From an optimization exercise on the open Yosys and OpenROAD flow, aimed at small area, a short achievable clock period and few clock cycles per item; shortcuts taken in it are not production practice.
Only simulation tests tie the RTL to the original design; equivalence was not proved.
The clock input has no modelled driver; a real chip could not lean on it and would need a root buffer or a full tree.
No activity file was given, so power comes from the tool's default toggle rates.

Design AEC, start of the top module:
module AEC(clk, rst, ascii_in, ready, valid, result);
input clk;
input rst;
input ready;
input [7:0] ascii_in;
output valid;
output [6:0] result;
localparam [3:0] OP_NOP  = 4'b0000;     
localparam [3:0] OP_EQ   = 4'b0010;
localparam [3:0] OP_LP   = 4'b0001;     
localparam [3:0] OP_LPT  = 4'b0011;     
localparam [3:0] OP_RP   = 4'b0100;
localparam [3:0] OP_MUL  = 4'b0110;
localparam [3:0] OP_ADD  = 4'b1000;
localparam [3:0] OP_SUB  = 4'b1001;
reg       c_dig;
reg [3:0] c_v;
wire is_eq  = ~c_dig & (c_v == OP_EQ);
wire is_lp  = ~c_dig & ~c_v[3] & c_v[0];
wire is_lpt = ~c_dig & ~c_v[3] & c_v[1] & c_v[0];
wire is_rp  = ~c_dig & (c_v == OP_RP);
wire is_as  = ~c_dig & c_v[3];
wire is_sub = ~c_dig & c_v[3] & c_v[0];
wire is_open = ~c_dig & ~c_v[3] & ~c_v[2] & (c_v[0] | ~c_v[1]);   
wire a_grp = ~ascii_in[6] & ~ascii_in[4];           
wire a_num = ~ascii_in[6] &  ascii_in[4] & ~(ascii_in[3] & ascii_in[2]);
wire a_eq  = ~ascii_in[6] &  ascii_in[4] &   ascii_in[3] & ascii_in[2];
wire a_dig = ascii_in[6] | a_num;
wire [3:0] a_val = ascii_in[6] ? ascii_in[3:0] + 4'd9 : ascii_in[3:0];
reg  [3:0] a_op;
always @* begin
    case (ascii_in[2:0])
        3'b000:  a_op = is_open ? OP_LPT : OP_LP;
        3'b001:  a_op = OP_RP;
        3'b010:  a_op = OP_MUL;
        3'b011:  a_op = OP_ADD;
        default: a_op = OP_SUB;
    endcase
    if (!a_grp)
        a_op = a_eq ? OP_EQ : OP_NOP;
end
reg       out_v;
reg       clr;
always @(posedge clk) begin
    if (rst || is_eq || out_v) begin
        c_dig <= 1'b0;
        c_v   <= OP_NOP;
    end else begin
        c_dig <= a_dig;
  ...
export LEC_CHECK = 0
export CAP_MARGIN = 20
export CORE_MARGIN = 2
export CORE_UTILIZATION = 40
export SLEW_MARGIN = 20
create_clock -name core_clock -period 10.0 [get_ports {clk}]
standard.sh (not shown) runs the stock make flow with config.mk's settings and CLKGATE_MAP_FILE= SYNTH_SCRIPT=/design/flow/synth_recipe.tcl, a recipe that flattens the netlist after the stock synthesis.
==> flow/flow/run.sh <==
#!/bin/bash
# Standard ORFS layout, with:
#  - synthesis leaving adders to ABC (area script) instead of mapping them
#    onto the library's full/half-adder cells; same registers,
#  - ports buffered with buf_4 cells,
#  - a tighter setup target for repair_timing,
#  - the clock distributed by flow/cts_hook.tcl (one level of equal
#    buffers) instead of TritonCTS's two-level tree.
# Clock period and SDC are unchanged.
set -euo pipefail
bash standard.sh SETUP_SLACK_MARGIN=${MARGIN:-7.3} ADDER_MAP_FILE= ABC_AREA=1 CAP_MARGIN=0 SLEW_MARGIN=0 \
  PRE_CTS_TCL=$PWD/flow/cts_hook.tcl \
  "BUFFER_PORTS_ARGS=-buffer_cell sky130_fd_sc_hd__buf_4" finish > std_flow.log 2>&1
Other scripts of this flow, unchanged in this note and not shown: flow/flow/cts_hook.tcl
Testbench counts at the start, summed over its fixed seeds: cycles 45,688, items 4,000.
==> next run, changes <==
--- a/flow/flow/run.sh
+++ b/flow/flow/run.sh
@@ -11 +11 @@
-bash standard.sh SETUP_SLACK_MARGIN=${MARGIN:-7.3} ADDER_MAP_FILE= ABC_AREA=1 CAP_MARGIN=0 SLEW_MARGIN=0 \
+bash standard.sh SETUP_SLACK_MARGIN=${MARGIN:-7.35} ADDER_MAP_FILE= ABC_AREA=1 \
Outcome: The new run passed the timing, design-rule and antenna checks. Combinational power grows by about 10%. Clock skew is about the same. Core utilization grows by 1.3 points. Synthesized area is unchanged. Power grows by 2.1%. Sequential power shrinks by about 1%. Fmax stays flat. Register-to-register slack is better by 0.12 ns.
==> next run, changes <==
--- a/flow/flow/run.sh
+++ b/flow/flow/run.sh
@@ -11 +11 @@
-bash standard.sh SETUP_SLACK_MARGIN=${MARGIN:-7.35} ADDER_MAP_FILE= ABC_AREA=1 \
+bash standard.sh SETUP_SLACK_MARGIN=${MARGIN:-7.3} ADDER_MAP_FILE= ABC_AREA=1 RECOVER_POWER=100 \
The changed run ran to the end with no violations.
Register-to-register slack is worse by 0.94 ns.
Cell area goes down by 5.4%.
Fmax goes down by 19%.
Cell count goes down by 1.9%.
Via count goes down by 1.9%.
Total power goes down by 3.6%.
==> next run, changes <==
--- a/flow/flow/run.sh
+++ b/flow/flow/run.sh
@@ -9 +9,2 @@
-# Clock period and SDC are unchanged.
+# Clock period and SDC are unchanged. make's output goes to std_flow.log
+# here; each ORFS step writes its own log under orfs/logs/.
@@ -11 +12 @@
-bash standard.sh SETUP_SLACK_MARGIN=${MARGIN:-7.3} ADDER_MAP_FILE= ABC_AREA=1 RECOVER_POWER=100 \
+bash standard.sh SETUP_SLACK_MARGIN=${MARGIN:-7.3} ADDER_MAP_FILE= ABC_AREA=1 \
Maximum frequency increases by 23%.
Die area is unchanged.
Worst setup slack improved by 0.61 ns.
Via count hardly moves.
Global-route usage does not change.
Worst hold slack degrades by 0.025 ns.
Wire length shrinks by about 0.9%.
Combinational power climbs by about 5%.
Synthesized area stays the same.
Flip-flop and latch count does not change.
In every run of this note, the design's own scripts or RTL, not TritonCTS, make the clock network.

static timing again, ports no longer ideal:
The flow's constraints put no driver on any port. The routed layouts listed below were extracted and timed again, unchanged, in two steps. Step 1, drivers: a clkbuf_16 drives clk and a buf_2 each remaining input, both assumed. Step 2 also shifts input and output timing later by t, the mid clock arrival at the registers, as if the neighbouring blocks saw the same clock. Three values: ideal ports, drivers, drivers and shift; two values: the first two.
| run | shift t [ns] | setup WS [ns] | hold WS [ns] | worst setup path after step 2 |
|---|---|---|---|---|
| the first run | 0.214 | 7.324 / 7.265 / 7.137 | 0.472 / 0.472 / 0.472 | input to register |
| the second run | 0.215 | 7.331 / 7.300 / 7.144 | 0.456 / 0.456 / 0.456 | input to register |
| the third run | 0.216 | 6.714 / 6.714 / 6.714 | 0.497 / 0.497 / 0.497 | register to register |
| the fourth run | 0.214 | 7.324 / 7.265 / 7.137 | 0.472 / 0.472 / 0.472 | input to register |
After both steps setup and hold are still met in every run listed.
